From an optimization exercise on the open Yosys and OpenROAD flow, aimed at small area; shortcuts taken in it are not production practice.
Only simulation tests tie the RTL to the original design; equivalence was not proved.
No activity file was given, so power comes from the tool's default toggle rates.

==> flow/config.mk <==
export PLATFORM = sky130hd
export DESIGN_NAME = aurora_rx_lane
export DESIGN_NICKNAME = aurora_rx_lane
export VERILOG_FILES = /design/flow/design.v
export SDC_FILE = /design/flow/constraint.sdc
export NUM_CORES = 4
export LEC_CHECK = 0
export CAP_MARGIN = 20
export CORE_MARGIN = 2
export CORE_UTILIZATION = 65
export CTS_BUF_LIST = sky130_fd_sc_hd__clkbuf_8
export CTS_CLUSTER_SIZE = 20
export SLEW_MARGIN = 20
==> flow/constraint.sdc <==
create_clock -name core_clock -period 5.0 [get_ports {clk_rx_i}]
set_input_delay 1.0000 -clock core_clock [delete_from_list [all_inputs] [get_ports {clk_rx_i}]]
set_output_delay 1.0000 -clock core_clock [all_outputs]
set_load 0.01 [all_outputs]
==> flow/design.v <==
module aurora_rx_lane (
    input  wire        rst_n_i,
    input  wire        clk_rx_i,
    input  wire [1:0]  serdes_data_i,
    input  wire [1:0]  serdes_valid_i,
    input  wire        serdes_lock_i,
    input  wire        inv_rx_data,
    output wire [63:0] rx_data_o,
    output wire [1:0]  rx_header_o,
    output wire        rx_valid_o,
    output wire [7:0]  rx_stat_o
);
    reg  [32:0] sd_shift;
    reg  [5:0]  sd_cnt;
    reg         serdes_slip;
    wire em = (sd_cnt == 6'd31) || (sd_cnt == 6'd32);    
    always @(posedge clk_rx_i) begin
        if (serdes_valid_i == 2'b01)
            sd_shift <= {sd_shift[31:0], serdes_data_i[0]};
        else if (serdes_valid_i == 2'b11)
            sd_shift <= {sd_shift[30:0], serdes_data_i[0], serdes_data_i[1]};
    end
    always @(posedge clk_rx_i or negedge rst_n_i) begin
        if (!rst_n_i) begin
            sd_cnt <= 6'd0;
        end else begin
            if (serdes_valid_i == 2'b01)
                sd_cnt <= sd_cnt + 6'd1;
            else if (serdes_valid_i == 2'b11)
                sd_cnt <= sd_cnt + 6'd2;
            if (sd_cnt == 6'd31)
                sd_cnt <= (serdes_valid_i == 2'b11) ? 6'd1 : 6'd0;
            else if (sd_cnt == 6'd32)
                sd_cnt <= (serdes_valid_i == 2'b11) ? 6'd2 : 6'd1;
            if (serdes_slip)
                sd_cnt <= sd_cnt;
        end
    end
    reg  [32:0] wr;       
    reg         wsh;
    reg         winv;
    reg         act;      
    reg  [4:0]  q;        
    wire first = act && (q[3:0] == 4'd15);     
    wire evw   = act && (q == 5'd31);          
    always @(posedge clk_rx_i) begin
        if (em) begin
            wr  <= sd_shift;
            wsh <= (sd_cnt == 6'd32);
        end else begin
            wr  <= {wr[30:0], 2'b00};
        end
        if (first)
            winv <= inv_rx_data;
    end
    always @(posedge clk_rx_i or negedge rst_n_i) begin
        if (!rst_n_i) begin
            act <= 1'b0;
            q   <= 5'd15;
        end else begin
            if (act) begin
                q <= q + 5'd1;
                if (q[3:0] == 4'd14)
                    act <= 1'b0;
            end
            if (em)
                act <= 1'b1;
        end
    end
    wire       pinv = first ? inv_rx_data : winv;
    wire [1:0] pair = (wsh ? wr[32:31] : wr[31:30]) ^ {pinv, pinv};
    reg [129:0] sw;
    always @(posedge clk_rx_i) begin
        if (act)
            sw[129:30] <= sw[127:28];
    end
    always @(posedge clk_rx_i or negedge rst_n_i) begin
        if (!rst_n_i)
            sw[29:28] <= 2'b00;
        else if (act)
            sw[29:28] <= sw[27:26];
    end
    always @(posedge clk_rx_i) begin
        if (act)
            sw[27:0] <= {sw[25:0], pair};
    end
    reg  [5:0] gcnt;
    reg        g_valid;
    reg        gearbox_slip;
    always @(posedge clk_rx_i or negedge rst_n_i) begin
        if (!rst_n_i) begin
            gcnt    <= 6'd0;
            g_valid <= 1'b0;
        end else begin
            g_valid <= 1'b0;
            if (evw) begin
                if (gearbox_slip) begin
                    g_valid <= 1'b1;
                end else if (gcnt == 6'd32) begin
                    gcnt    <= 6'd0;
                end else begin
                    gcnt    <= gcnt + 6'd1;
                    g_valid <= 1'b1;
                end
            end
        end
    end
    reg  [1:0] hdr;
    reg        h1, h2, h3;
    wire       hcap = act && (q == gcnt[4:0]);
    always @(posedge clk_rx_i or negedge rst_n_i) begin
        if (!rst_n_i)
            hdr <= 2'b00;
        else if (hcap)
            hdr <= sw[65:64];
    end
    always @(posedge clk_rx_i) begin
        if (act) begin
            h1 <= hcap;
            h2 <= h1;
            h3 <= h2;
        end
    end
    wire ld = act && h3;
    reg  [65:0] outr;
    integer i;
    always @(posedge clk_rx_i) begin
        if (ld) begin
            outr[65:64] <= sw[71:70];
            for (i = 0; i < 64; i = i + 1)
                outr[63-i] <= sw[69-i] ^ sw[(i >= 39) ? (108-i) : (110-i)]
                                      ^ sw[(i >= 58) ? (127-i) : (129-i)];
        end
    end
    reg  [5:0] sync_cnt;
    reg        slip_cnt;
    reg  [4:0] valid_cnt;
    reg        dlv_prev;
    reg        vflag;
    reg  [1:0] stat;
    wire sync32 = (sync_cnt == 6'd32);
    always @(posedge clk_rx_i or negedge rst_n_i) begin
        if (!rst_n_i) begin
            sync_cnt     <= 6'd0;
            slip_cnt     <= 1'b0;
            serdes_slip  <= 1'b0;
            valid_cnt    <= 5'd0;
            gearbox_slip <= 1'b0;
            dlv_prev     <= 1'b0;
            vflag        <= 1'b0;
            stat         <= 2'b00;
        end else begin
            serdes_slip <= 1'b0;
            if (q == 5'd3)
                vflag <= 1'b0;
            if (g_valid) begin
                gearbox_slip <= 1'b0;
                dlv_prev     <= sync32;
                vflag        <= sync32 & dlv_prev;
                if (valid_cnt != 5'd16)
                    valid_cnt <= valid_cnt + 5'd1;
                if (hdr[1] ^ hdr[0]) begin
                    if (!sync32)
                        sync_cnt <= sync_cnt + 6'd1;
                end else if (valid_cnt == 5'd16) begin
                    sync_cnt <= 6'd0;
                    if (slip_cnt) begin
                        gearbox_slip <= 1'b1;
                        slip_cnt     <= 1'b0;
                    end else begin
                        serdes_slip <= 1'b1;
                        slip_cnt    <= 1'b1;
                    end
                    valid_cnt <= 5'd0;
                end
            end
            stat <= {sync32, serdes_lock_i};
        end
    end
    assign rx_data_o   = outr[63:0];
    assign rx_header_o = outr[65:64];
    assign rx_valid_o  = vflag & (q == 5'd3);
    assign rx_stat_o   = {6'd0, stat};
endmodule
==> flow/run.sh <==
#!/bin/bash
# synth_recipe.tcl (not shown) runs the flow's synth.tcl, then flattens the netlist and writes it again
# the make line also repeats each setting of config.mk as NAME=value (left out here)
make -C /OpenROAD-flow-scripts/flow DESIGN_CONFIG=/design/flow/config.mk WORK_HOME=/design/flow/orfs CLKGATE_MAP_FILE= SYNTH_SCRIPT=/design/flow/synth_recipe.tcl finish
==> run_results.csv, run 1 <==
group,metric,value,unit
status,status,"complete, no violations",
timing,drv_slew,0,
flow_run,max_cap_viol_count,0,
routing,routedWlPerCell,18.0,um
routing,wl_met2,10.0,mm
clock_tree,cts-htree-levels,2,
clock_tree,clock_latency,540,ps
timing,fin_skew,18.7,ps
floorplanning,die_height,140,um
clock_tree,clkTransAtPathRegs,60,ps
clock_tree,cts_root_buf,"clkbuf_8",
worst_hold_path,min_path_type,"flop to flop",
timing,setup_violations,0,
clock_tree,cts.sinks,306,
placed_design,dp_slack,2000,ps
floorplanning,start_util,0.663,
finish,final_cell_mix,"edfxtp_1, xnor2_1, clkdlybuf4s50_1",
floorplanning,die-area,19500,um^2
timing,tightest_slew,955,ps
floorplanning,rows,49,
floorplanning,num_io_pins,83,
worst_setup_path,end_kind,"primary output",
synthesis,synth_seq_cells,306,
timing,fin_ws,1890,ps
routing,drt_iter0_drc,429,
global_routing,grt_pass1_vias,6099,
clock_tree,clk_path_buf_depth,3,
global_routing,grt_max_degree,76,
finish,final_common_cell,"edfxtp_1",
finish,utilization,0.767,
synthesis,synth.distinct_cells,56,
timing,timing.final.crit_period,3110,ps
global_routing,grt_pass1_wl,31.4,mm
synthesis,synth-async-reset-ratio,0.134,
timing,max_freq,321,MHz
power,peakVddDrop,0.000409,V
synthesis,ys.flop_type,"edfxtp_1",
synthesis,synth-seq-area-share,0.723,
finish,fin_area,13800,um^2
power,power_leakage,5.05,nW
timing,setup-tns-final,0,ps
routing,wl,19.4,mm
synthesis,yosys_warnings,1,
worst_setup_path,worstSetupPathType,"flop to primary output",
global_routing,track_usage,0.205,
floorplanning,die_width,140,um
clock_tree,cts_resized,0,
finish,antenna_cells,0,
finish,areaGrowthSynthToFinish,15.6,%
timing,period_share,0.622,
finish,nets,835,
placed_design,portBuffers,76,
global_routing,overflow,0,
timing,hold_ws,421,ps
floorplanning,core_area,18000,um^2
routing,wl_met1,8.17,mm
timing,hold_viol,0,
finish,drive_above_1_share,0.131,
synthesis,synth_enable_flop_cells,231,
routing,highest_layer,"met4",
routing,postRouteAntennaNets,0,
worst_setup_path,critPathMaxFanout,5,
clock_tree,cts_tree,"yes",
synthesis,syn_avg_cell_area,17.0,um^2
worst_setup_path,arrival,2110,ps
clock_tree,postCtsSetupRepairBufs,0,
routing,vias,5842,
power,powerDensity,609,nW/um^2
synthesis,synthesis.area,12000,um^2
timing,slew_headroom,0.363,
synthesis,synthCells,704,
clock_tree,cts_hold_buf,0,
placed_design,place_area,12900,um^2
routing,drc,0,
worst_setup_path,cp-start-kind,"flop",
routing,drtPass1Iterations,7,
routing,viasPerCell,5.41,
routing,met3_length,839,um
placed_design,gp_congestion,0.777,
placed_design,dp_hpwl,12.4,mm
worst_setup_path,worstPathRequired,4000,ps
global_routing,antenna_found_initial,0,
clock_tree,numCtsBuffers,47,
timing,rsz0062_at_grt,"no",
-- logic make-up (layout without fill, tap and decap cells) --
family | count (synthesis) | after routing | share of synthesized area
DFF | 306 | 306 | 0.723
xor gates and xnor gates | 147 | 147 | 0.108
adders and majority gates | 13 | 13 | 0.0136
muxes | 77 | 77 | 0.0802
other | 1 | 6 | 0.000314
AOI/OAI and AO/OA | 38 | 38 | 0.0207
and+or+nand+nor | 79 | 79 | 0.0362
buffers and inverters | 43 | 184 | 0.0181
-- state kept, by name (all words and copies together) (netlist names), 2 cells and up --
register   count
wr            33
gcnt           6
stat           2
sw           130
hdr            2
outr          66
q              5
valid_cnt      5
sd_shift      33
sync_cnt       6
sd_cnt         6
-- cells in the mapped netlist, drive strengths merged (6+ instances only) --
| library cell | instances | area (um^2) |
|---|---|---|
| nor2 | 11 | 48.8 |
| xnor2 | 137 | 1200 |
| edfxtp | 231 | 6940 |
| mux2 | 72 | 908 |
| nand3 | 7 | 35.0 |
| inv | 17 | 63.8 |
| clkbuf | 11 | 41.3 |
| nand2 | 24 | 90.1 |
| o21ai | 14 | 70.1 |
| ha | 13 | 163 |
| a21oi | 6 | 30.0 |
| dfrtp | 37 | 926 |
| buf | 14 | 103 |
| xor2 | 10 | 87.6 |
| dfxtp | 34 | 681 |
| nand4 | 7 | 43.8 |
-- stage by stage --
step	instances	total power, mW
floorplan	709	5.72
global placement	994	6.42
detailed placement	994	6.53
CTS	1079	8.53
global route	1079	8.86
finish	1079	8.42
-- worst max-delay path, cell delays in order, from the launching register on --
cell and delay [ps]:
dfstp_2 580, ha_1 250, and4b_1 220, clkdlybuf4s50_1 530
-- layer usage --
metal  vias up  track usage
met5         -            0
met4         0       0.0711
met3        31       0.0389
met2       141        0.356
met1      2916        0.263
li1       2754            -
-- worst paths after layout --
| path | startpoint | end | slack, ps | depth (start not counted) |
|---|---|---|---|---|
| min reg2reg | sw[1] | sw[3] | 420 | 0 |
| min | sw[1] | sw[3] | 420 | 0 |
| min in group asynchronous | rst_n_i | dlv_prev | 620 | 1 |
| max | q[1] | rx_valid_o | 1890 | 3 |
| max reg2reg | act | outr[24] | 2280 | 2 |
| max in group asynchronous | rst_n_i | act | 3670 | 1 |
-- layout make-up --
class / count / area [um^2]
flip-flops and latches: 306 / 8650
fillers: 1076 / 4200
multi-input cells: 360 / 3110
repair buffers: 81 / 793
clock buffers: 53 / 729
well taps: 229 / 287
clock inverters: 32 / 176
inverters: 18 / 72.6
-- where the power goes --
group	switching [mW]	leakage (nW)	internal [mW]
registers	0.641	2.98	3.93
clock network	0.908	0.527	1.07
logic	0.825	1.55	1.06
==> run 2, diff against run 1 <==
--- a/flow/config.mk
+++ b/flow/config.mk
@@ -7,7 +7,5 @@
 export LEC_CHECK = 0
 export CAP_MARGIN = 20
 export CORE_MARGIN = 2
-export CORE_UTILIZATION = 65
-export CTS_BUF_LIST = sky130_fd_sc_hd__clkbuf_8
-export CTS_CLUSTER_SIZE = 20
+export CORE_UTILIZATION = 40
 export SLEW_MARGIN = 20
==> run 2 against run 1 <==
Compared with the run above:
- setup slack got worse by 41 ps
- via count fell by 4.2%
- clock skew fell by 0.70 ps
- die area rose by 60%
- routed wire length fell by 4.2%
- sequential power barely moved
- power rose by 4.1%
- critical path depth did not move
- still clean
- register-to-register slack got worse by 20 ps
==> run_results.csv, run 2 <==
group,metric,value,unit
synthesis,synth.most_common_cell,"edfxtp_1",
placed_design,dp_hpwl,12.2,mm
power,seq_power_share,0.517,
power,p_sw_frac,0.276,
synthesis,synth_top_area_cell,"edfxtp_1",
placed_design,portBuffers,76,
power,peakVddDrop,0.000300,V
worst_setup_path,ff2ff_setup_slack,2260,ps
clock_tree,cts_root_buf,"clkbuf_16",
worst_setup_path,rr_endpoint,"outr[47]",
clock_tree,cts_resized,0,
floorplanning,die_height,177,um
worst_setup_path,cp-endpoint,"rx_valid_o",
worst_setup_path,worstPathRequired,4000,ps
finish,finalNonFillerCells,1214,
routing,wl,18.6,mm
finish,final_common_cell,"edfxtp_1",
finish,largest_reg_flops,130,
synthesis,ys_top_cells_by_count,"edfxtp_1, xnor2_1, mux2_1, dfrtp_1, dfxtp_1",
flow_run,max_cap_viol_count,0,
worst_setup_path,arrival,2150,ps
global_routing,grt_max_degree,77,
status,status,"complete, no violations",
timing,rsz0062_at_grt,"no",
clock_tree,clock_latency,570,ps
floorplanning,die_width,177,um
finish,top_regs,"sw x130, outr x66",
routing,drt_iter0_drc,369,
synthesis,syn_avg_cell_area,17.0,um^2
routing,drtPass1Iterations,4,
clock_tree,cts-htree-levels,1,
power,p_clk_frac,0.265,
synthesis,synth-async-reset-ratio,0.134,
timing,setup_violations,0,
timing,slew_headroom,0.377,
power,comb_power_share,0.218,
power,power,8.77,mW
worst_setup_path,end_kind,"primary output",
clock_tree,clk_path_buf_depth,3,
routing,routedWlPerCell,15.3,um
floorplanning,core_area,29600,um^2
synthesis,synthCells,704,
routing,postRouteAntennaNets,0,
finish,ff_latch_area,8650,um^2
power,power_leakage,5.05,nW
placed_design,post-place-cells,1155,
global_routing,grt_pass1_wl,29.8,mm
synthesis,synth_seq_cells,306,
global_routing,overflow,0,
routing,drc,0,
worst_setup_path,reg2reg_depth,2,
clock_tree,postCtsSetupRepairBufs,0,
synthesis,synth.distinct_cells,56,
finish,regMostFlops,"sw",
synthesis,yosys.area.top_type_share,0.580,
routing,vias,5598,
global_routing,track_usage,0.122,
timing,fin_skew,18.0,ps
timing,period_share,0.630,
synthesis,synthesis.area,12000,um^2
worst_setup_path,cp-start-kind,"flop",
clock_tree,cts.sinks,306,
power,p_int,6.35,mW
floorplanning,die-area,31300,um^2
clock_tree,clkTransAtPathRegs,60,ps
synthesis,synth_enable_flop_cells,231,
clock_tree,cts_tree,"yes",
floorplanning,num_io_pins,83,
finish,multi_input_area,3110,um^2
routing,viasPerCell,4.61,
synthesis,yosys_warnings,1,
global_routing,antenna_found_initial,0,
floorplanning,rows,63,
worst_setup_path,worstSetupStartpoint,"q[1]",
power,powerDensity,618,nW/um^2
worst_setup_path,r2r_start,"act",
worst_setup_path,critPathSlowestCell,"dfstp_2",
timing,drv_slew,0,
finish,nets,820,
clock_tree,cts_hold_buf,0,
timing,setup-tns-final,0,ps
finish,final_cell_mix,"edfxtp_1, xnor2_1, clkdlybuf4s50_1",
worst_setup_path,crit_chain,"ha_1, and4b_1, clkdlybuf4s50_1",
worst_hold_path,min_path_type,"input port to async pin",
clock_tree,numCtsBuffers,31,
synthesis,yosys-top-cells-area,"edfxtp_1, xnor2_1, dfrtp_1",
power,p_sw,2.42,mW
finish,areaGrowthSynthToFinish,18.6,%
worst_setup_path,slowest_delay,580,ps
worst_setup_path,critPathMaxFanout,5,
global_routing,grt_pass1_vias,5545,
timing,tightest_slew,934,ps
timing,max_freq,317,MHz
placed_design,gp_congestion,0.739,
floorplanning,start_util,0.405,
timing,hold_viol,0,
worst_setup_path,worstSetupPathType,"flop to primary output",
finish,n_fill_cell,2591,
finish,drive_above_1_share,0.125,
timing,hold_ws,387,ps
timing,timing.final.crit_period,3150,ps
synthesis,ys.flop_type,"edfxtp_1",
finish,antenna_cells,0,
synthesis,synth-seq-area-share,0.723,
-- run 2: cell counts after synthesis --
Identical to the previous run, type by type.
-- run 2: through the flow --
| step | util | cell area [um^2] | worst slack (ps) |
|---|---|---|---|
| after detailed placement | 0.444 | 13100 | 2060 |
| after floorplan | - | 12000 | 749 |
| final | 0.480 | 14200 | 1850 |
| after CTS | 0.479 | 14200 | 1810 |
| after global placement | 0.444 | 13100 | 2090 |
| after global routing | 0.480 | 14200 | 1760 |
-- run 2: critical path: cells and delay by family (launching register included) --
kind,cells,cell delay (ps)
DFF,1,580
buffers and inverters,1,540
and+or+nand+nor,1,240
adders and majority gates,1,240
-- run 2: worst min-delay path by stage --
stage / end / slack, ps / cells past startpoint
after floorplan: h2 / 400 / 0
after global placement: h2 / 400 / 0
after detailed placement: h2 / 410 / 0
after CTS: sw[6] / 410 / 0
after global routing: sync_cnt[0] / 400 / 1
final: sync_cnt[0] / 390 / 1
-- run 2: routing by layer --
layer	vias up	GRT usage	share of wire
met5	-	0	0
met2	100	0.200	0.48
met3	29	0.0228	0.042
met1	2749	0.165	0.45
li1	2720	-	-
met4	0	0.0337	0.021
-- run 2: cell families (layout without fill, tap and decap cells) --
logic type      after synthesis  after routing  share of synthesized area
buf+inv                      43            158                     0.0181
simple gates                 79             79                     0.0362
fa+ha+maj                    13             13                     0.0136
mux                          77             77                     0.0802
other cells                   1              6                   0.000314
compound gates               38             38                     0.0207
xor+xnor                    147            147                      0.108
flops                       306            306                      0.723
-- run 2: final cells by class --
type / instances / area share
timing repair buffer: 82 / 0.0573
tap: 390 / 0.0344
multi-input combinational: 360 / 0.219
sequential: 306 / 0.610
inverter: 18 / 0.00512
clock buffer: 40 / 0.0606
clock inverter: 18 / 0.0132
-- run 2: power groups by stage --
stage	Clock (mW)	Combinational [mW]	Sequential, mW
global route	2.49	2.12	4.65
detailed placement	0	1.96	4.61
CTS	2.39	1.97	4.56
floorplan	0	1.14	4.58
finish	2.32	1.91	4.54
global placement	0	1.95	4.60
==> run 3, diff against run 2 <==
--- a/flow/config.mk
+++ b/flow/config.mk
@@ -7,5 +7,8 @@
 export LEC_CHECK = 0
 export CAP_MARGIN = 20
 export CORE_MARGIN = 2
-export CORE_UTILIZATION = 40
+export CORE_UTILIZATION = 65
+export CTS_BUF_LIST = sky130_fd_sc_hd__clkbuf_16 sky130_fd_sc_hd__clkbuf_4
+export CTS_CLUSTER_DIAMETER = 60
+export CTS_CLUSTER_SIZE = 12
 export SLEW_MARGIN = 20
==> run 3 against run 2 <==
Compared with the run above:
- core utilization increased by 29 points
- synthesized cell count unchanged
- power down 2.9%
- sequential power about the same
- combinational power about the same
- register-to-register slack improved by 20 ps
- clock power fell by 11%
- largest cell class unchanged
- non-clock buffer count is 1 lower
- highest routed layer unchanged
- first-iteration DRC count up 19%
- area after synthesis unchanged
==> run_results.csv, run 3 <==
group,metric,value,unit
status,status,"complete, no violations",
synthesis,synth-seq-area-share,0.723,
worst_setup_path,worstPathRequired,4000,ps
timing,tightest_slew,929,ps
floorplanning,num_io_pins,83,
power,powerDensity,616,nW/um^2
timing,fin_skew,22.0,ps
clock_tree,cts_root_buf,"clkbuf_16",
floorplanning,core_area,18000,um^2
power,peakVddDrop,0.000477,V
synthesis,ys.flop_type,"edfxtp_1",
finish,antenna_cells,0,
synthesis,synth.most_common_cell,"edfxtp_1",
worst_setup_path,end_kind,"primary output",
synthesis,synth_seq_cells,306,
finish,regMostFlops,"sw",
finish,final_common_cell,"edfxtp_1",
finish,final_cell_mix,"edfxtp_1, xnor2_1, clkdlybuf4s50_1",
timing,rsz0062_at_grt,"no",
clock_tree,clkTransAtPathRegs,60,ps
routing,viasPerCell,5.45,
routing,vias,5711,
clock_tree,clk_path_buf_depth,3,
worst_setup_path,worstSetupPathType,"flop to primary output",
finish,areaGrowthSynthToFinish,15.6,%
placed_design,gp_congestion,0.777,
synthesis,syn_avg_cell_area,17.0,um^2
synthesis,synthCells,704,
global_routing,track_usage,0.200,
synthesis,synthesis.area,12000,um^2
finish,nets,817,
routing,postRouteAntennaNets,0,
finish,n_fill_cell,1074,
timing,drv_slew,0,
clock_tree,cts-htree-levels,1,
finish,ff_latch_area,8650,um^2
global_routing,antenna_found_initial,0,
power,power,8.52,mW
global_routing,overflow,0,
timing,hold_viol,0,
synthesis,yosys-top-cells-area,"edfxtp_1, xnor2_1, dfrtp_1",
timing,max_freq,324,MHz
placed_design,portBuffers,76,
synthesis,yosys_warnings,1,
clock_tree,cts_resized,0,
finish,top_regs,"sw x130, outr x66",
worst_setup_path,arrival,2090,ps
flow_run,max_cap_viol_count,0,
timing,slew_headroom,0.381,
routing,wl,19.2,mm
clock_tree,numCtsBuffers,29,
worst_setup_path,cp-start-kind,"flop",
floorplanning,die_height,140,um
timing,period_share,0.618,
synthesis,ys_top_cells_by_count,"edfxtp_1, xnor2_1, mux2_1, dfrtp_1, dfxtp_1",
routing,drt_iter0_drc,440,
synthesis,synth_top_area_cell,"edfxtp_1",
synthesis,synth-async-reset-ratio,0.134,
global_routing,grt_max_degree,76,
routing,drtPass1Iterations,4,
clock_tree,cts.sinks,306,
synthesis,synth_enable_flop_cells,231,
timing,timing.final.crit_period,3090,ps
placed_design,dp_hpwl,12.4,mm
clock_tree,clock_latency,540,ps
timing,setup-tns-final,0,ps
global_routing,grt_pass1_vias,5920,
floorplanning,rows,49,
routing,drc,0,
global_routing,grt_pass1_wl,30.9,mm
routing,routedWlPerCell,18.3,um
floorplanning,start_util,0.663,
synthesis,synth.distinct_cells,56,
floorplanning,die_width,140,um
clock_tree,postCtsSetupRepairBufs,0,
timing,setup_violations,0,
finish,multi_input_area,3110,um^2
worst_hold_path,min_path_type,"flop to flop",
clock_tree,cts_tree,"yes",
floorplanning,die-area,19500,um^2
finish,largest_reg_flops,130,
worst_setup_path,critPathMaxFanout,5,
power,power_leakage,4.99,nW
synthesis,yosys.area.top_type_share,0.580,
finish,drive_above_1_share,0.130,
clock_tree,cts_hold_buf,0,
[run 3: cell count changes in the layout (fill, tap and decap cells not counted), sizes merged]
cell	delta
clkbuf	+11
clkinv	-10
bufinv	-3
clkinvlp	-2
buf	-1
inv	-1
[run 3: path summary, 6_finish.rpt]
path	slack (ps)	to	cells after the start	start
setup / recovery	1910	rx_valid_o	3	q[0]
hold / removal	420	sw[6]	0	sw[4]
setup reg to reg	2280	outr[55]	2	act
hold reg to reg	420	sw[6]	0	sw[4]
max in group asynchronous	3690	act	1	rst_n_i
min in group asynchronous	610	gcnt[5]	1	rst_n_i
[run 3: logic make-up (layout without fill, tap and decap cells)]
group | count (synthesis) | in the layout | synth area share
adders and majority gates | 13 | 13 | 0.0136
xor gates and xnor gates | 147 | 147 | 0.108
DFF | 306 | 306 | 0.723
other | 1 | 6 | 0.000314
AOI/OAI and AO/OA | 38 | 38 | 0.0207
buffers and inverters | 43 | 152 | 0.0181
muxes | 77 | 77 | 0.0802
and+or+nand+nor | 79 | 79 | 0.0362
[run 3: cell type report]
cell class / count / area share
clock inverter: 2 / 0.00118
inverter: 18 / 0.00525
clock buffer: 51 / 0.0644
sequential: 306 / 0.626
tap: 229 / 0.0207
timing repair buffer: 81 / 0.0574
multi-input combinational: 360 / 0.225
[run 3: metrics by stage]
step / area, um^2 / util / setup slack [ps] / instances / hold WS [ps]
after floorplan: 12000 / - / 749 / 709 / 400
after global placement: 12900 / 0.717 / 2100 / 994 / 407
after detailed placement: 12900 / 0.717 / 2000 / 994 / 408
after CTS: 13800 / 0.767 / 1870 / 1047 / 422
after global routing: 13800 / 0.767 / 1820 / 1047 / 438
final: 13800 / 0.767 / 1910 / 1047 / 419
[run 3: layer usage]
metal | share of wire | global-route usage | wire length (um)
met1 | 0.42 | 0.261 | 8140
met2 | 0.53 | 0.359 | 10100
met3 | 0.037 | 0.0320 | 717
met4 | 0.012 | 0.0405 | 226
met5 | 0 | 0 | 0
[run 3: worst max-delay path: stages, from the launching register on]
cell and delay, ps:
dfstp_2 580, ha_1 240, and4b_1 210, clkdlybuf4s50_1 530
[run 3: power breakdown]
| part | switching, mW | internal [mW] |
|---|---|---|
| registers | 0.642 | 3.93 |
| logic | 0.829 | 1.06 |
| clock network | 0.857 | 1.21 |
==> run 4, diff against run 3 <==
--- a/flow/design.v
+++ b/flow/design.v
@@ -10,34 +10,43 @@
     output wire        rx_valid_o,
     output wire [7:0]  rx_stat_o
 );
-    reg  [32:0] sd_shift;
+    reg  [16:0] sd0, sd1;
+    reg         sd_par;
     reg  [5:0]  sd_cnt;
     reg         serdes_slip;
     wire em = (sd_cnt == 6'd31) || (sd_cnt == 6'd32);    
+    wire two  = (serdes_valid_i == 2'b11);
+    wire one  = (serdes_valid_i == 2'b01);
+    wire en0  = two || (one && !sd_par);
+    wire en1  = two || (one &&  sd_par);
+    wire in0  = (two && sd_par)  ? serdes_data_i[1] : serdes_data_i[0];
+    wire in1  = (two && !sd_par) ? serdes_data_i[1] : serdes_data_i[0];
     always @(posedge clk_rx_i) begin
-        if (serdes_valid_i == 2'b01)
-            sd_shift <= {sd_shift[31:0], serdes_data_i[0]};
-        else if (serdes_valid_i == 2'b11)
-            sd_shift <= {sd_shift[30:0], serdes_data_i[0], serdes_data_i[1]};
+        if (en0) sd0 <= {sd0[15:0], in0};
+        if (en1) sd1 <= {sd1[15:0], in1};
     end
     always @(posedge clk_rx_i or negedge rst_n_i) begin
         if (!rst_n_i) begin
             sd_cnt <= 6'd0;
+            sd_par <= 1'b0;
         end else begin
-            if (serdes_valid_i == 2'b01)
+            if (one)
+                sd_par <= ~sd_par;
+            if (one)
                 sd_cnt <= sd_cnt + 6'd1;
-            else if (serdes_valid_i == 2'b11)
+            else if (two)
                 sd_cnt <= sd_cnt + 6'd2;
             if (sd_cnt == 6'd31)
-                sd_cnt <= (serdes_valid_i == 2'b11) ? 6'd1 : 6'd0;
+                sd_cnt <= two ? 6'd1 : 6'd0;
             else if (sd_cnt == 6'd32)
-                sd_cnt <= (serdes_valid_i == 2'b11) ? 6'd2 : 6'd1;
+                sd_cnt <= two ? 6'd2 : 6'd1;
             if (serdes_slip)
                 sd_cnt <= sd_cnt;
         end
     end
-    reg  [32:0] wr;       
-    reg         wsh;
+    reg  [16:0] wr0, wr1;
+    reg         wa_is1;
+    reg         woff;
     reg         winv;
     reg         act;      
     reg  [4:0]  q;        
@@ -45,10 +54,13 @@
     wire evw   = act && (q == 5'd31);          
     always @(posedge clk_rx_i) begin
         if (em) begin
-            wr  <= sd_shift;
-            wsh <= (sd_cnt == 6'd32);
+            wr0    <= sd0;
+            wr1    <= sd1;
+            wa_is1 <= ~sd_par ^ (sd_cnt == 6'd32);
+            woff   <= (sd_cnt == 6'd32);
         end else begin
-            wr  <= {wr[30:0], 2'b00};
+            wr0 <= {wr0[15:0], 1'b0};
+            wr1 <= {wr1[15:0], 1'b0};
         end
         if (first)
             winv <= inv_rx_data;
@@ -67,8 +79,11 @@
                 act <= 1'b1;
         end
     end
+    wire wb_top0 = woff ? wr0[16] : wr0[15];
+    wire wb_top1 = woff ? wr1[16] : wr1[15];
+    wire [1:0] wpair = wa_is1 ? {wb_top0, wr1[15]} : {wb_top1, wr0[15]};
     wire       pinv = first ? inv_rx_data : winv;
-    wire [1:0] pair = (wsh ? wr[32:31] : wr[31:30]) ^ {pinv, pinv};
+    wire [1:0] pair = wpair ^ {pinv, pinv};
     reg [129:0] sw;
     always @(posedge clk_rx_i) begin
         if (act)
==> flow/flow/run.sh (new file) <==
#!/bin/bash
# Own flow: the standard layout (standard.sh), with two changes made through
# ORFS's own variables: the port buffers are sky130_fd_sc_hd__buf_1, and the
# clock tree uses smaller clock buffers with larger sink clusters and no dummy
# loads. Each ORFS step logs to orfs/logs/; make's output goes to flow_make.log.
set -euo pipefail
export BUFFER_PORTS_ARGS="-buffer_cell sky130_fd_sc_hd__buf_1"
export CTS_ARGS="-sink_clustering_enable -repair_clock_nets -buf_list sky130_fd_sc_hd__clkbuf_8 -sink_clustering_size ${CTS_SIZE:-16} -sink_clustering_max_diameter ${CTS_DIAM:-50} -dont_use_dummy_load"
bash standard.sh > flow_make.log 2>&1
==> flow/standard.sh (new file) <==
#!/bin/bash
# synth_recipe.tcl (not shown) runs the flow's synth.tcl, then flattens the netlist and writes it again
# the make line also repeats each setting of config.mk as NAME=value (left out here)
make -C /OpenROAD-flow-scripts/flow DESIGN_CONFIG=/design/flow/config.mk WORK_HOME=/design/flow/orfs CLKGATE_MAP_FILE= SYNTH_SCRIPT=/design/flow/synth_recipe.tcl "${@:-finish}"
--- a/flow/config.mk
+++ b/flow/config.mk
@@ -8,7 +8,4 @@
 export CAP_MARGIN = 20
 export CORE_MARGIN = 2
 export CORE_UTILIZATION = 65
-export CTS_BUF_LIST = sky130_fd_sc_hd__clkbuf_16 sky130_fd_sc_hd__clkbuf_4
-export CTS_CLUSTER_DIAMETER = 60
-export CTS_CLUSTER_SIZE = 12
 export SLEW_MARGIN = 20
removed: flow/run.sh
==> run 4 against run 3 <==
Compared with the run above:
- still clean on timing, DRC and antenna
- routed wire length fell by 7.3%
- setup slack improved by 230 ps
- first-iteration DRC count fell by 20%
- clock skew up 10 ps
- largest power group unchanged
==> run_results.csv, run 4 <==
group,metric,value,unit
routing,wl,17.8,mm
clock_tree,cts.sinks,310,
placed_design,dp_hpwl,11.7,mm
floorplanning,core_area,17400,um^2
timing,drv_slew,0,
timing,max_freq,349,MHz
clock_tree,cts_hold_buf,0,
timing,slew_headroom,0.320,
finish,regMostFlops,"sw",
finish,final_cell_mix,"edfxtp_1, xnor2_1, buf_1",
timing,hold_viol,0,
finish,nets,796,
global_routing,grt_pass1_wl,28.0,mm
finish,fin_area,12500,um^2
synthesis,synthesis.area,11700,um^2
worst_hold_path,min_path_type,"flop to flop",
worst_hold_path,min_path_cells,1,
global_routing,antenna_found_initial,0,
routing,drtPass1Iterations,4,
synthesis,ys_top_cells_by_count,"edfxtp_1, xnor2_1, dfrtp_1, dfxtp_1, mux2_1",
routing,routedWlPerCell,17.8,um
clock_tree,clock_latency,560,ps
worst_setup_path,end_kind,"flop",
timing,period_share,0.572,
placed_design,gp_congestion,0.773,
finish,largest_reg_flops,130,
status,status,"complete, no violations",
global_routing,grt_use_met3,0.0303,
floorplanning,num_io_pins,83,
routing,postRouteAntennaNets,0,
global_routing,track_usage,0.191,
synthesis,synth_enable_flop_cells,233,
synthesis,yosys-top-cells-area,"edfxtp_1, xnor2_1, dfrtp_1",
floorplanning,rows,48,
worst_setup_path,ff2ff_setup_slack,2140,ps
worst_setup_path,worstPathRequired,5210,ps
synthesis,synth.most_common_cell,"edfxtp_1",
timing,tightest_slew,1020,ps
timing,rsz0062_at_grt,"no",
placed_design,portBuffers,76,
timing,hold_ws,406,ps
clock_tree,numCtsBuffers,27,
worst_setup_path,cp-start-kind,"flop",
routing,vias,5500,
power,power_leakage,4.41,nW
worst_setup_path,reg2reg_depth,2,
power,powerDensity,652,nW/um^2
finish,antenna_cells,0,
finish,multi_input_area,2750,um^2
timing,timing.final.crit_period,2860,ps
synthesis,synth.distinct_cells,56,
floorplanning,die_width,138,um
global_routing,use_met1,0.252,
synthesis,synth-async-reset-ratio,0.135,
global_routing,top_usage_layer,"met2",
finish,drive_above_1_share,0.0686,
power,power,8.18,mW
synthesis,synth-seq-area-share,0.751,
finish,top_regs,"sw x130, outr x66",
finish,final_common_cell,"edfxtp_1",
routing,drt_iter0_drc,354,
finish,utilization,0.720,
clock_tree,clkTransAtPathRegs,90,ps
placed_design,place_area,12200,um^2
routing,viasPerCell,5.51,
timing,setup_violations,0,
finish,n_fill_cell,1125,
global_routing,grt_max_degree,76,
worst_setup_path,critPathMaxFanout,75,
clock_tree,cts_resized,0,
power,peakVddDrop,0.000401,V
clock_tree,clk_path_buf_depth,3,
synthesis,ys.flop_type,"edfxtp_1",
global_routing,use_met2,0.337,
clock_tree,cts_tree,"yes",
finish,areaGrowthSynthToFinish,7.54,%
finish,ff_latch_area,8760,um^2
synthesis,synth_seq_cells,310,
synthesis,syn_avg_cell_area,17.1,um^2
timing,setup-tns-final,0,ps
flow_run,max_cap_viol_count,0,
worst_setup_path,arrival,3070,ps
clock_tree,cts_root_buf,"clkbuf_8",
synthesis,synthCells,682,
global_routing,overflow,0,
synthesis,synth_top_area_cell,"edfxtp_1",
timing,fin_skew,32.3,ps
floorplanning,start_util,0.669,
clock_tree,postCtsSetupRepairBufs,0,
clock_tree,cts-htree-levels,1,
global_routing,grt_pass1_vias,5535,
floorplanning,die_height,138,um
routing,drc,0,
worst_setup_path,worstSetupPathType,"flop to flop",
floorplanning,die-area,19000,um^2
synthesis,yosys_warnings,1,
synthesis,yosys.area.top_type_share,0.600,
## run 4: changes by cell type in the layout (fill, tap and decap cells not counted), moves of 3 or more
cell	previous run	this run
buf_1	0	75
clkdlybuf4s50_1	75	0
clkbuf_16	29	0
clkbuf_8	0	27
mux2_4	26	0
clkbuf_4	22	0
nor2_1	10	17
mux2_1	38	32
nor2b_1	5	1
and2_1	0	3
## run 4: worst paths after layout
kind | start | endpoint
min | wr0[4] | wr0[5]
min reg2reg | wr0[4] | wr0[5]
max in group asynchronous | rst_n_i | act
min in group asynchronous | rst_n_i | sync_cnt[5]
max | act | outr[33]
max reg2reg | act | outr[33]
## run 4: metal layers
| layer | wire, um | share of wire |
|---|---|---|
| met5 | 0 | 0 |
| met4 | 366 | 0.021 |
| met3 | 805 | 0.045 |
| met2 | 9090 | 0.51 |
| met1 | 7520 | 0.42 |
## run 4: kinds of logic (layout without fill, tap and decap cells)
logic type / count (synthesis) / count (layout) / share of synthesized area
flip-flops: 310 / 310 / 0.751
XOR/XNOR: 148 / 148 / 0.111
multiplexers: 48 / 48 / 0.0478
other: 1 / 6 / 0.000322
AND/OR/NAND/NOR: 84 / 84 / 0.0379
adder cells (fa/ha/maj): 13 / 13 / 0.0140
buffers and inverters: 38 / 124 / 0.0152
AO/OA/AOI/OAI: 40 / 40 / 0.0230
## run 4: worst max-delay path: stages (launching register included)
cell and delay (ps):
dfrtp_4 1020, and2_2 980, buf_4 470
## run 4: power by group
group	switching, mW	total (mW)	internal [mW]
clock network	0.723	1.20	0.481
logic	1.01	1.96	0.951
registers	0.769	5.01	4.24
## run 4: layout make-up
type,instances,share of cell area
sequential,310,0.698
timing repair buffer,80,0.0252
inverter,17,0.00509
clock buffer,27,0.0296
tap,225,0.0225
multi-input combinational,339,0.219
## run 4: per-stage QoR
stage                     setup slack [ps]  instances
final                                 2140        998
after global routing                  1930        998
after CTS                             2110        998
after detailed placement              2110        971
after global placement                2230        971
after floorplan                        768        687
==> run 5, diff against run 4 <==
==> flow/flow/run.sh (replaced) <==
#!/bin/bash
# Own flow: the standard layout (standard.sh), with two changes made through
# ORFS's own variables: the port buffers are sky130_fd_sc_hd__buf_1, and the
# clock tree uses smaller clock buffers with larger sink clusters and no dummy
# loads. Each ORFS step logs to orfs/logs/; make's output goes to flow_make.log.
set -euo pipefail
export BUFFER_PORTS_ARGS="-buffer_cell sky130_fd_sc_hd__buf_1"
export CTS_ARGS="-sink_clustering_enable -repair_clock_nets -buf_list sky130_fd_sc_hd__clkbuf_8 -sink_clustering_size ${CTS_SIZE:-20} -sink_clustering_max_diameter ${CTS_DIAM:-60} -dont_use_dummy_load"
bash standard.sh > flow_make.log 2>&1
==> run 5 against run 4 <==
Compared with the run above:
- sequential share of layout area rose by 0.53 points
- routed wire length fell by 0.96%
- critical path depth did not move
- setup slack improved by 50 ps
- register-to-register slack improved by 50 ps
- core utilization decreased by 0.54 points
- still clean on timing, DRC and antenna
- synthesized cell count unchanged
- flip-flop and latch count stayed put
- sequential power barely moved
- cell count decreased by 0.70%
- non-clock buffer count stayed put
- highest routed layer unchanged
- combinational power hardly changed
==> run_results.csv, run 5 <==
group,metric,value,unit
routing,vias,5440,
synthesis,synth-async-reset-ratio,0.135,
finish,final_cell_mix,"edfxtp_1, xnor2_1, buf_1",
global_routing,grt_pass1_wl,27.7,mm
global_routing,grt_max_degree,76,
synthesis,synth_enable_flop_cells,233,
routing,wl,17.6,mm
worst_setup_path,reg2reg_depth,2,
floorplanning,rows,48,
status,status,"complete, no violations",
placed_design,portBuffers,76,
worst_setup_path,critPathMaxFanout,75,
floorplanning,die_width,138,um
routing,routedWlPerCell,17.8,um
finish,largest_reg_flops,130,
placed_design,dp_hpwl,11.7,mm
synthesis,synth-seq-area-share,0.751,
flow_run,max_cap_viol_count,0,
global_routing,antenna_found_initial,0,
synthesis,ys.flop_type,"edfxtp_1",
finish,fin_area,12400,um^2
timing,max_freq,356,MHz
worst_hold_path,hp-start,"sw[4]",
power,powerDensity,645,nW/um^2
clock_tree,cts_hold_buf,0,
clock_tree,postCtsSetupRepairBufs,0,
synthesis,yosys.area.top_type_share,0.600,
synthesis,synthesis.area,11700,um^2
clock_tree,numCtsBuffers,20,
synthesis,synthCells,682,
finish,areaGrowthSynthToFinish,6.74,%
synthesis,synth_top_area_cell,"edfxtp_1",
worst_setup_path,r2r_start,"act",
clock_tree,cts_resized,0,
global_routing,grt_pass1_vias,5481,
finish,final_common_cell,"edfxtp_1",
worst_setup_path,cp-start-kind,"flop",
placed_design,gp_congestion,0.773,
finish,multi_input_area,2750,um^2
synthesis,ys_top_cells_by_count,"edfxtp_1, xnor2_1, dfrtp_1, dfxtp_1, mux2_1",
timing,drv_slew,0,
worst_setup_path,end_kind,"flop",
clock_tree,clock_latency,530,ps
worst_hold_path,holdPathEnd,"sw[6]",
clock_tree,clk_path_buf_depth,3,
worst_setup_path,worstPathRequired,5210,ps
timing,rsz0062_at_grt,"no",
finish,top_regs,"sw x130, outr x66",
timing,tightest_slew,1020,ps
synthesis,synth.most_common_cell,"edfxtp_1",
timing,setup-tns-final,0,ps
power,power_leakage,4.36,nW
timing,hold_viol,0,
floorplanning,start_util,0.669,
clock_tree,cts_root_buf,"clkbuf_8",
worst_hold_path,min_path_type,"flop to flop",
worst_setup_path,worstSetupPathType,"flop to flop",
finish,ff_latch_area,8760,um^2
finish,regMostFlops,"sw",
finish,utilization,0.715,
synthesis,yosys_warnings,1,
worst_setup_path,arrival,3020,ps
finish,n_fill_cell,1126,
floorplanning,die_height,138,um
worst_setup_path,rr_endpoint,"outr[50]",
finish,nets,789,
global_routing,overflow,0,
finish,antenna_cells,0,
synthesis,syn_avg_cell_area,17.1,um^2
timing,timing.final.crit_period,2810,ps
clock_tree,cts.sinks,310,
routing,postRouteAntennaNets,0,
worst_setup_path,ff2ff_setup_slack,2190,ps
routing,viasPerCell,5.49,
synthesis,synth_seq_cells,310,
finish,drive_above_1_share,0.0601,
timing,period_share,0.562,
floorplanning,die-area,19000,um^2
synthesis,synth.distinct_cells,56,
timing,setup_violations,0,
routing,drtPass1Iterations,5,
timing,slew_headroom,0.319,
routing,drc,0,
clock_tree,clkTransAtPathRegs,120,ps
synthesis,yosys-top-cells-area,"edfxtp_1, xnor2_1, dfrtp_1",
clock_tree,cts-htree-levels,1,
worst_hold_path,min_path_cells,0,
global_routing,track_usage,0.189,
routing,drt_iter0_drc,330,
floorplanning,core_area,17400,um^2
clock_tree,cts_tree,"yes",
power,peakVddDrop,0.000483,V
floorplanning,num_io_pins,83,
power,power,8.03,mW
timing,fin_skew,31.5,ps
placed_design,place_area,12200,um^2
[run 5: cell counts after synthesis]
Identical to the previous run, type by type.
[run 5: area by class of cell]
cell class,instances,share of cell area
Inverter,17,0.00513
Timing Repair Buffer,80,0.0256
Sequential cell,310,0.704
Clock buffer,20,0.0221
Tap cell,225,0.0226
Multi-Input combinational cell,339,0.221
[run 5: worst max path at each step]
stage                     from        to  slack (ps)
after CTS                  act  outr[52]        2130
after global routing       act  outr[32]        1960
after global placement     act  outr[32]        2230
after detailed placement   act  outr[32]        2110
final                      act  outr[50]        2190
after floorplan            act   outr[0]         770
[run 5: cells by family after synthesis]
kind of cell | after synthesis | share of synthesized area
and+or+nand+nor | 84 | 0.0379
xor gates and xnor gates | 148 | 0.111
muxes | 48 | 0.0478
adders and majority gates | 13 | 0.0140
AOI/OAI and AO/OA | 40 | 0.0230
other | 1 | 0.000322
DFF | 310 | 0.751
buffers and inverters | 38 | 0.0152
[run 5: power by group]
group,switching [mW],internal [mW]
clock network,0.698,0.363
registers,0.769,4.24
logic,1.01,0.952
total,2.48,5.55
[run 5: critical path: stages, from the launching register on]
cell,delay (ps)
dfrtp_4,1030
and2_2,980
buf_4,460
[run 5: per-stage QoR]
step / instances / setup slack (ps) / hold slack, ps
finish: 991 / 2190 / 422
global route: 991 / 1960 / 421
CTS: 991 / 2130 / 420
detailed placement: 971 / 2110 / 407
global placement: 971 / 2230 / 405
floorplan: 687 / 768 / 400
[run 5: routing by layer]
metal	up-vias	track usage	share of wire
li1	2585	-	-
met1	2733	0.251	0.43
met2	103	0.337	0.52
met3	19	0.0281	0.039
met4	0	0.0351	0.012
met5	-	0	0
==> run 6, diff against run 5 <==
--- a/flow/design.v
+++ b/flow/design.v
@@ -84,10 +84,10 @@
     wire [1:0] wpair = wa_is1 ? {wb_top0, wr1[15]} : {wb_top1, wr0[15]};
     wire       pinv = first ? inv_rx_data : winv;
     wire [1:0] pair = wpair ^ {pinv, pinv};
-    reg [129:0] sw;
-    always @(posedge clk_rx_i) begin
-        if (act)
-            sw[129:30] <= sw[127:28];
+    reg [65:0] sw;
+    always @(posedge clk_rx_i) begin
+        if (act)
+            sw[65:30] <= sw[63:28];
     end
     always @(posedge clk_rx_i or negedge rst_n_i) begin
         if (!rst_n_i)
@@ -136,16 +136,23 @@
             h3 <= h2;
         end
     end
+    reg  [5:0] bc;
+    always @(posedge clk_rx_i) begin
+        if (act)
+            bc <= (hcap && !gcnt[5]) ? 6'd31 : (bc == 6'd32) ? 6'd0 : bc + 6'd1;
+    end
+    wire d0 = sw[5] ^ ((bc <= 6'd20) ? sw[46] : sw[44]) ^ ((bc <= 6'd29) ? sw[65] : sw[63]);
+    wire d1 = sw[4] ^ ((bc <= 6'd19) ? sw[45] : sw[43]) ^ ((bc <= 6'd29) ? sw[64] : sw[62]);
+    reg [65:0] ds;
+    always @(posedge clk_rx_i) begin
+        if (act)
+            ds <= {ds[63:0], (bc == 6'd0) ? sw[5:4] : {d0, d1}};
+    end
     wire ld = act && h3;
     reg  [65:0] outr;
-    integer i;
-    always @(posedge clk_rx_i) begin
-        if (ld) begin
-            outr[65:64] <= sw[71:70];
-            for (i = 0; i < 64; i = i + 1)
-                outr[63-i] <= sw[69-i] ^ sw[(i >= 39) ? (108-i) : (110-i)]
-                                      ^ sw[(i >= 58) ? (127-i) : (129-i)];
-        end
+    always @(posedge clk_rx_i) begin
+        if (ld)
+            outr <= ds;
     end
     reg  [5:0] sync_cnt;
     reg        slip_cnt;
==> run 6 against run 5 <==
Compared with the run above:
- setup slack got worse by 120 ps
- non-clock buffer count increased by 1
- largest power group unchanged
- critical path depth increased by 5
- highest routed layer unchanged
- critical endpoint is now sd_cnt[4]
- register-to-register slack got worse by 120 ps
- synthesized cell count increased by 0.44%
- global-route usage decreased by 1.0 points
- maximum frequency decreased by 3.9%
- hold slack got worse by 45 ps
==> run_results.csv, run 6 <==
group,metric,value,unit
global_routing,grt_max_degree,92,
global_routing,grt_pass1_vias,5157,
clock_tree,clkTransAtPathRegs,110,ps
synthesis,ys_top_cells_by_count,"edfxtp_1, nand2_1, dfrtp_1, dfxtp_1, inv_1",
timing,period_share,0.586,
worst_setup_path,critPathMaxFanout,41,
flow_run,max_cap_viol_count,0,
synthesis,synth_seq_cells,318,
placed_design,dp_hpwl,10.1,mm
synthesis,synth-seq-area-share,0.803,
routing,viasPerCell,5.49,
power,p_int,4.70,mW
synthesis,synth-async-reset-ratio,0.132,
synthesis,yosys.area.top_type_share,0.646,
synthesis,synth.most_common_cell,"edfxtp_1",
power,powerDensity,543,nW/um^2
global_routing,track_usage,0.179,
worst_setup_path,cp-start-kind,"flop",
finish,antenna_cells,0,
clock_tree,cts.sinks,318,
worst_hold_path,hp-start,"sw[30]",
floorplanning,start_util,0.670,
worst_setup_path,worstSetupStartpoint,"sd_cnt[1]",
worst_setup_path,reg2reg_depth,7,
worst_hold_path,holdPathEnd,"sw[32]",
timing,max_freq,342,MHz
timing,fin_skew,71.9,ps
synthesis,ys.flop_type,"edfxtp_1",
synthesis,synth.distinct_cells,61,
worst_setup_path,end_kind,"flop",
worst_hold_path,min_path_cells,0,
worst_setup_path,worstPathRequired,5410,ps
finish,drive_above_1_share,0.0576,
placed_design,gp_congestion,0.793,
timing,tightest_slew,781,ps
worst_setup_path,worstSetupPathType,"flop to flop",
floorplanning,core_area,16700,um^2
floorplanning,die_width,135,um
power,p_sw,1.79,mW
clock_tree,clk_path_buf_depth,3,
power,comb_power_share,0.152,
finish,fin_area,11900,um^2
power,seq_power_share,0.688,
worst_setup_path,ff2ff_setup_slack,2070,ps
power,p_clk_frac,0.161,
routing,vias,5400,
timing,slew_headroom,0.478,
floorplanning,die-area,18300,um^2
routing,drtPass1Iterations,4,
timing,setup_violations,0,
routing,postRouteAntennaNets,0,
clock_tree,cts-htree-levels,1,
clock_tree,cts_tree,"yes",
finish,final_common_cell,"edfxtp_1",
clock_tree,cts_resized,0,
clock_tree,clock_latency,530,ps
global_routing,overflow,0,
clock_tree,cts_root_buf,"clkbuf_8",
synthesis,synth_enable_flop_cells,241,
power,power_leakage,4.39,nW
finish,final_cell_mix,"edfxtp_1, nand2_1, buf_1",
global_routing,antenna_found_initial,0,
synthesis,synthCells,685,
floorplanning,num_io_pins,83,
finish,nets,791,
placed_design,post-place-cells,963,
power,peakVddDrop,0.000288,V
finish,areaGrowthSynthToFinish,6.67,%
synthesis,yosys_warnings,1,
clock_tree,cts_hold_buf,0,
timing,drv_slew,0,
floorplanning,die_height,135,um
timing,timing.final.crit_period,2930,ps
floorplanning,rows,47,
routing,drt_iter0_drc,396,
routing,wl,16.0,mm
global_routing,grt_pass1_wl,26.1,mm
synthesis,synthesis.area,11200,um^2
worst_hold_path,min_path_type,"flop to flop",
power,power,6.49,mW
timing,hold_viol,0,
synthesis,yosys-top-cells-area,"edfxtp_1, dfrtp_1, dfxtp_1",
worst_setup_path,r2r_start,"sd_cnt[1]",
routing,drc,0,
status,status,"complete, no violations",
clock_tree,numCtsBuffers,20,
worst_setup_path,rr_endpoint,"sd_cnt[4]",
finish,top_regs,"ds x66, outr x66, sw x66",
finish,finalNonFillerCells,984,
finish,utilization,0.715,
timing,rsz0062_at_grt,"no",
synthesis,syn_avg_cell_area,16.3,um^2
synthesis,synth_top_area_cell,"edfxtp_1",
timing,setup-tns-final,0,ps
worst_setup_path,arrival,3340,ps
routing,routedWlPerCell,16.3,um
placed_design,portBuffers,76,
clock_tree,postCtsSetupRepairBufs,0,
placed_design,place_area,11600,um^2
power,p_sw_frac,0.276,
==> run 6: cell count changes after synthesis, sizes merged, moves of 6 or more <==
cell and delta:
nand2 +99, inv +10, mux2 -32, edfxtp +8, buf +6, nor2 -6
o21ai +12, xnor2 -123
==> run 6: worst max-delay path, stage by stage, from the launching register on <==
cell and delay (ps):
dfrtp_1 450, ha_1 240, and3_1 200, nand3_2 110
nor2b_4 670, inv_2 490, or4_1 590, o21ai_1 90
==> run 6: power groups by stage <==
| stage | sequential [mW] | clock [mW] | combinational [mW] |
|---|---|---|---|
| 2_1_floorplan | 4.48 | 0 | 0.632 |
| 3_3_place_gp | 4.48 | 0 | 0.931 |
| 3_5_place_dp | 4.53 | 0 | 0.981 |
| 4_1_cts | 4.48 | 1.09 | 0.982 |
| 5_1_grt | 4.57 | 1.17 | 1.12 |
| 6_report | 4.46 | 1.04 | 0.984 |
==> run 6: stage by stage <==
| step | worst slack, ps | hold WS (ps) |
|---|---|---|
| 2_1_floorplan | 679 | 392 |
| 3_3_place_gp | 2160 | 394 |
| 3_5_place_dp | 2060 | 405 |
| 4_1_cts | 2030 | 376 |
| 5_1_grt | 1790 | 392 |
| 6_report | 2070 | 377 |
==> run 6: worst max path at each step <==
| stage | endpoint | slack (ps) | depth (start not counted) |
|---|---|---|---|
| after floorplan | outr[0] | 680 | 2 |
| after global placement | sd_cnt[5] | 2160 | 7 |
| after detailed placement | sd_cnt[5] | 2060 | 7 |
| after CTS | sd_cnt[4] | 2030 | 7 |
| after global routing | sd_cnt[4] | 1790 | 7 |
| final | sd_cnt[4] | 2070 | 7 |
==> run 6: metal layers <==
layer | GRT usage | part of all wire | up-vias
met5 | 0 | 0 | -
met3 | 0.0266 | 0.049 | 20
met2 | 0.280 | 0.47 | 132
li1 | - | - | 2594
met4 | 0.0382 | 0.013 | 0
met1 | 0.275 | 0.47 | 2654
==> run 6: cell families after synthesis <==
kind of cell,count (synthesis),share of synthesized area
simple gates,191,0.0815
flops,318,0.803
fa+ha+maj,17,0.0190
other cells,1,0.000335
buf+inv,53,0.0234
compound gates,61,0.0341
mux,18,0.0182
xor+xnor,26,0.0203
==> run 6: area by class of cell <==
| type | count | area (um^2) |
|---|---|---|
| inverters | 26 | 97.6 |
| well taps | 220 | 275 |
| flip-flops and latches | 318 | 9000 |
| multi-input cells | 319 | 1960 |
| clock buffers | 20 | 275 |
| fillers | 1076 | 4760 |
| repair buffers | 81 | 337 |
==> run 7, diff against run 6 <==
--- a/flow/design.v
+++ b/flow/design.v
@@ -121,20 +121,12 @@
         end
     end
     reg  [1:0] hdr;
-    reg        h1, h2, h3;
     wire       hcap = act && (q == gcnt[4:0]);
     always @(posedge clk_rx_i or negedge rst_n_i) begin
         if (!rst_n_i)
             hdr <= 2'b00;
         else if (hcap)
             hdr <= sw[65:64];
-    end
-    always @(posedge clk_rx_i) begin
-        if (act) begin
-            h1 <= hcap;
-            h2 <= h1;
-            h3 <= h2;
-        end
     end
     reg  [5:0] bc;
     always @(posedge clk_rx_i) begin
@@ -148,7 +140,7 @@
         if (act)
             ds <= {ds[63:0], (bc == 6'd0) ? sw[5:4] : {d0, d1}};
     end
-    wire ld = act && h3;
+    wire ld = act && (bc == 6'd0);
     reg  [65:0] outr;
     always @(posedge clk_rx_i) begin
         if (ld)
==> run 7 against run 6 <==
Compared with the run above:
- flip-flop and latch count is 3 lower
- hold slack got worse by 15 ps
- first-iteration DRC count increased by 16%
- sequential share of layout area rose by 0.10 points
- setup slack got worse by 52 ps
- combinational power is 13% lower
- sequential power fell by 7.0%
- largest cell class unchanged
==> run_results.csv, run 7 <==
group,metric,value,unit
status,status,"complete, no violations",
finish,final_cell_mix,"edfxtp_1, nand2_1, buf_1",
placed_design,portBuffers,76,
timing,hold_ws,362,ps
synthesis,syn_avg_cell_area,16.2,um^2
synthesis,ys_top_cells_by_count,"edfxtp_1, nand2_1, dfrtp_1, dfxtp_1, inv_1",
routing,vias,5342,
synthesis,yosys.area.top_type_share,0.646,
timing,tightest_slew,905,ps
finish,top_regs,"ds x66, outr x66, sw x66",
worst_setup_path,cp-start-kind,"flop",
routing,drc,0,
worst_setup_path,worstPathRequired,5450,ps
synthesis,yosys_warnings,1,
synthesis,synth_fa_ha_area_frac,0.0192,
clock_tree,cts_resized,0,
clock_tree,numCtsBuffers,20,
finish,antenna_cells,0,
placed_design,place_area,11500,um^2
global_routing,grt_pass1_vias,5067,
timing,fin_skew,49.6,ps
placed_design,dp_hpwl,9.47,mm
synthesis,synth_enable_flop_cells,238,
floorplanning,die_width,134,um
clock_tree,clock_latency,530,ps
synthesis,synth_mux_area_frac,0.0156,
clock_tree,cts_root_buf,"clkbuf_8",
synthesis,synth.distinct_cells,62,
finish,multi_input_area,1930,um^2
timing,hold_viol,0,
routing,drt_iter0_drc,458,
timing,max_freq,336,MHz
flow_run,max_cap_viol_count,0,
power,powerDensity,512,nW/um^2
finish,fin_area,11800,um^2
clock_tree,cts.sinks,315,
synthesis,synth_seq_cells,315,
finish,n_fill_cell,1085,
finish,drive_above_1_share,0.0553,
timing,setup-tns-final,0,ps
worst_setup_path,critPathMaxFanout,41,
global_routing,overflow,0,
worst_setup_path,worstSetupPathType,"flop to flop",
floorplanning,die-area,18100,um^2
clock_tree,clkTransAtPathRegs,110,ps
clock_tree,cts_tree,"yes",
placed_design,dp_slack,2010,ps
synthesis,synth_compound_area_frac,0.0365,
floorplanning,die_height,134,um
global_routing,grt_max_degree,77,
placed_design,gp_congestion,0.816,
floorplanning,rows,47,
worst_setup_path,critPathSlowestCell,"nor2b_4",
synthesis,synth-async-reset-ratio,0.133,
synthesis,synth-seq-area-share,0.805,
synthesis,synth_top_family_by_area,"simple AND/OR/NAND/NOR gates",
routing,drtPass1Iterations,5,
timing,timing.final.crit_period,2980,ps
power,power_leakage,4.34,nW
floorplanning,core_area,16600,um^2
global_routing,track_usage,0.177,
finish,final_common_cell,"edfxtp_1",
finish,nets,786,
worst_setup_path,slowest_delay,700,ps
synthesis,synthesis.area,11100,um^2
routing,postRouteAntennaNets,0,
global_routing,antenna_found_initial,0,
clock_tree,postCtsSetupRepairBufs,0,
synthesis,yosys-top-cells-area,"edfxtp_1, dfrtp_1, dfxtp_1",
synthesis,synth_top_area_cell,"edfxtp_1",
worst_hold_path,min_path_type,"flop to flop",
finish,areaGrowthSynthToFinish,6.78,%
synthesis,synthXorXnorAreaFrac,0.0206,
routing,wl,15.4,mm
timing,setup_violations,0,
finish,ff_latch_area,8910,um^2
timing,slew_headroom,0.397,
floorplanning,start_util,0.667,
clock_tree,cts_hold_buf,0,
timing,drv_slew,0,
global_routing,grt_pass1_wl,25.6,mm
routing,viasPerCell,5.46,
synthesis,synth.most_common_cell,"edfxtp_1",
clock_tree,clk_path_buf_depth,3,
timing,rsz0062_at_grt,"no",
routing,routedWlPerCell,15.8,um
floorplanning,num_io_pins,83,
worst_setup_path,end_kind,"flop",
power,peakVddDrop,0.000299,V
worst_setup_path,arrival,3430,ps
worst_setup_path,crit_chain,"ha_1, and3_1, nand3_1, nor2b_4, inv_2, or4_1, o21ai_1",
synthesis,synth-simple-area-share,0.0806,
timing,period_share,0.596,
timing,fin_ws,2020,ps
synthesis,ys.flop_type,"edfxtp_1",
synthesis,synthCells,681,
clock_tree,cts-htree-levels,1,
==> run 7: cell families after synthesis <==
| logic type | after synthesis |
|---|---|
| buffers and inverters | 53 |
| multiplexers | 15 |
| flip-flops | 315 |
| XOR/XNOR | 26 |
| AO/OA/AOI/OAI | 63 |
| AND/OR/NAND/NOR | 191 |
| adder cells (fa/ha/maj) | 17 |
| other | 1 |
==> run 7: worst max-delay path: cells and delay by family (launching register included) <==
| family | cells | cell delay, ps |
|---|---|---|
| simple gates | 4 | 1620 |
| buf+inv | 1 | 500 |
| flops | 1 | 440 |
| fa+ha+maj | 1 | 250 |
| compound gates | 1 | 90 |
==> run 7: through the flow <==
step                utilization  power [mW]  std cells
global placement          0.695        5.00        959
floorplan                     -        4.76        686
CTS                       0.712        6.12        979
detailed placement        0.695        5.07        959
global route              0.712        6.39        979
finish                    0.712        6.04        979
==> run 7: final cells by class <==
| class | instances | area share |
|---|---|---|
| sequential | 315 | 0.754 |
| multi-input combinational | 318 | 0.164 |
| timing repair buffer | 81 | 0.0274 |
| clock buffer | 20 | 0.0233 |
| tap | 220 | 0.0233 |
| inverter | 25 | 0.00795 |
==> run 7: path summary, 6_finish.rpt <==
check | to | depth (start not counted) | start | slack [ps]
worst min-delay path | wr0[2] | 2 | wr0[1] | 360
worst min register to register | wr0[2] | 2 | wr0[1] | 360
worst max register to register | sd_cnt[4] | 7 | sd_cnt[0] | 2020
max in group asynchronous | q[2] | 2 | rst_n_i | 4030
worst max-delay path | sd_cnt[4] | 7 | sd_cnt[0] | 2020
min in group asynchronous | sw[28] | 2 | rst_n_i | 540
==> run 7: power by group <==
group / switching [mW] / internal [mW]
sequential: 0.356 / 3.79
clock: 0.678 / 0.363
combinational: 0.555 / 0.302
==> run 7: layer usage <==
layer  up-vias  GRT usage  routed length [um]
li1       2576          -                   -
met1      2613      0.268                7330
met2       130      0.279                7110
met3        23     0.0253                 721
met4         0     0.0456                 255
met5         -          0                   0
==> run 8, diff against run 7 <==
--- a/flow/design.v
+++ b/flow/design.v
@@ -53,14 +53,11 @@
     wire first = act && (q[3:0] == 4'd15);     
     wire evw   = act && (q == 5'd31);          
     always @(posedge clk_rx_i) begin
+        wr0 <= ({17{em}} & sd0) | ({17{~em}} & {wr0[15:0], 1'b0});
+        wr1 <= ({17{em}} & sd1) | ({17{~em}} & {wr1[15:0], 1'b0});
         if (em) begin
-            wr0    <= sd0;
-            wr1    <= sd1;
             wa_is1 <= ~sd_par ^ (sd_cnt == 6'd32);
             woff   <= (sd_cnt == 6'd32);
-        end else begin
-            wr0 <= {wr0[15:0], 1'b0};
-            wr1 <= {wr1[15:0], 1'b0};
         end
         if (first)
             winv <= inv_rx_data;
@@ -135,16 +132,17 @@
     end
     wire d0 = sw[5] ^ ((bc <= 6'd20) ? sw[46] : sw[44]) ^ ((bc <= 6'd29) ? sw[65] : sw[63]);
     wire d1 = sw[4] ^ ((bc <= 6'd19) ? sw[45] : sw[43]) ^ ((bc <= 6'd29) ? sw[64] : sw[62]);
-    reg [65:0] ds;
+    wire [1:0] dpair = (bc == 6'd0) ? sw[5:4] : {d0, d1};
+    reg [63:0] ds;
     always @(posedge clk_rx_i) begin
         if (act)
-            ds <= {ds[63:0], (bc == 6'd0) ? sw[5:4] : {d0, d1}};
+            ds <= {ds[61:0], dpair};
     end
-    wire ld = act && (bc == 6'd0);
+    wire ld = act && (bc == 6'd32);
     reg  [65:0] outr;
     always @(posedge clk_rx_i) begin
         if (ld)
-            outr <= ds;
+            outr <= {ds, dpair};
     end
     reg  [5:0] sync_cnt;
     reg        slip_cnt;
==> run 8 against run 7 <==
Compared with the run above:
- sequential power up 8.7%
- register-to-register slack improved by 70 ps
- still clean
- first-iteration DRC count fell by 38%
- maximum frequency increased by 2.4%
- critical path depth is 2 lower
- critical endpoint is now outr[38]
- synthesized cell count down 10%
- routed wire length up 3.1%
- flip-flop and latch count shrank 2
- core utilization decreased by 0.23 points
==> run_results.csv, run 8 <==
group,metric,value,unit
worst_setup_path,worstSetupPathType,"flop to flop",
power,p_sw,1.69,mW
synthesis,synthCells,611,
finish,areaGrowthSynthToFinish,6.79,%
clock_tree,cts_tree,"yes",
timing,timing.final.crit_period,2910,ps
power,peakVddDrop,0.000310,V
synthesis,synth-seq-area-share,0.802,
worst_setup_path,critPathSlowestCell,"and3_2",
power,comb_power_share,0.136,
timing,hold_ws,310,ps
worst_hold_path,min_path_type,"input port to async pin",
global_routing,use_met1,0.252,
worst_setup_path,cp_top_family,"simple AND/OR/NAND/NOR gates",
clock_tree,cts-htree-levels,1,
timing,setup_violations,0,
timing,period_share,0.582,
flow_run,max_cap_viol_count,0,
synthesis,synth-async-reset-ratio,0.134,
finish,nets,719,
clock_tree,cts.sinks,313,
routing,drc,0,
worst_setup_path,crit_chain,"inv_1, ha_1, nor4b_1, and3_2, buf_4",
clock_tree,cts_root_buf,"clkbuf_8",
global_routing,antenna_found_initial,0,
worst_setup_path,cp-start-kind,"flop",
floorplanning,start_util,0.665,
placed_design,portBuffers,76,
clock_tree,clk_path_buf_depth,3,
clock_tree,clock_latency,520,ps
routing,viasPerCell,5.52,
synthesis,yosys-top-cells-area,"edfxtp_1, dfrtp_1, dfxtp_1",
global_routing,grt_use_met3,0.0340,
power,powerDensity,544,nW/um^2
power,seq_power_share,0.704,
power,p_clk_frac,0.160,
routing,postRouteAntennaNets,0,
finish,final_cell_mix,"edfxtp_1, buf_1, mux2_2",
status,status,"complete, no violations",
worst_setup_path,end_kind,"flop",
worst_setup_path,arrival,3120,ps
worst_setup_path,ff2ff_setup_slack,2090,ps
global_routing,track_usage,0.180,
synthesis,synthesis.area,11000,um^2
power,p_sw_frac,0.264,
finish,top_regs,"outr x66, sw x66, ds x64",
timing,setup-tns-final,0,ps
timing,slew_headroom,0.291,
clock_tree,numCtsBuffers,19,
finish,drive_above_1_share,0.114,
finish,antenna_cells,0,
routing,drt_iter0_drc,284,
worst_setup_path,critPathBufInv,2,
worst_setup_path,worstPathRequired,5210,ps
clock_tree,clkTransAtPathRegs,110,ps
global_routing,top_usage_layer,"met2",
power,p_int,4.71,mW
synthesis,synth_top_area_cell,"edfxtp_1",
floorplanning,die_width,134,um
synthesis,synth.most_common_cell,"edfxtp_1",
clock_tree,cts_hold_buf,0,
floorplanning,die_height,134,um
finish,final_common_cell,"edfxtp_1",
timing,fin_ws,2090,ps
synthesis,ys.flop_type,"edfxtp_1",
global_routing,grt_pass1_wl,25.7,mm
floorplanning,core_area,16600,um^2
worst_setup_path,slowest_delay,960,ps
finish,utilization,0.710,
placed_design,gp_congestion,0.763,
synthesis,yosys.area.top_type_share,0.643,
==> run 8: final timing paths <==
check                      startpoint        end  cells after the start
setup / recovery                bc[0]   outr[38]                      5
setup reg to reg                bc[0]   outr[38]                      5
hold / removal                rst_n_i  sd_cnt[1]                      1
hold reg to reg                sw[13]     sw[15]                      0
min in group core_clock        sw[13]     sw[15]                      0
max in group asynchronous     rst_n_i        act                      2
==> run 8: layout make-up <==
cell class | instances | area [um^2]
Clock buffer | 19 | 262
Fill cell | 1126 | 4810
Inverter | 22 | 82.6
Multi-Input combinational cell | 256 | 1970
Sequential cell | 313 | 8850
Tap cell | 220 | 275
Timing Repair Buffer | 82 | 332
==> run 8: metrics by stage <==
stage               cells  power, mW  area [um^2]
finish                912       6.40        11800
global route          912       6.75        11800
CTS                   912       6.49        11800
floorplan             616       5.11        11000
global placement      893       5.35        11500
detailed placement    893       5.45        11500
==> run 8: cell families after synthesis <==
| family | after synthesis | synth area share |
|---|---|---|
| fa+ha+maj | 17 | 0.0193 |
| compound gates | 60 | 0.0370 |
| other cells | 1 | 0.000340 |
| simple gates | 97 | 0.0472 |
| xor+xnor | 26 | 0.0207 |
| buf+inv | 47 | 0.0213 |
| mux | 50 | 0.0519 |
| flops | 313 | 0.802 |
==> run 8: power by group through the flow <==
stage / logic, mW / registers, mW / clock network (mW)
2_1_floorplan: 0.701 / 4.41 / 0
3_3_place_gp: 0.837 / 4.52 / 0
3_5_place_dp: 0.882 / 4.57 / 0
4_1_cts: 0.888 / 4.53 / 1.07
5_1_grt: 0.976 / 4.62 / 1.15
6_report: 0.870 / 4.51 / 1.02
==> run 8: layer usage <==
| metal | wire [um] | part of all wire |
|---|---|---|
| met5 | 0 | 0 |
| met1 | 7150 | 0.45 |
| met4 | 238 | 0.015 |
| met3 | 776 | 0.049 |
| met2 | 7740 | 0.49 |
==> run 8: worst register-to-register path, cell delays in order, from the launching register on <==
cell,delay [ps]
edfxtp_1,480
inv_1,130
ha_1,200
nor4b_1,390
and3_2,960
buf_4,460

Check on run 8: ideal ports give 2.089 ns setup slack; a clkbuf_16 on the clock port and buf_2 on the inputs give 2.089 ns; moving port delays by the midpoint clock arrival (0.551 ns) as well gives 2.089 ns.
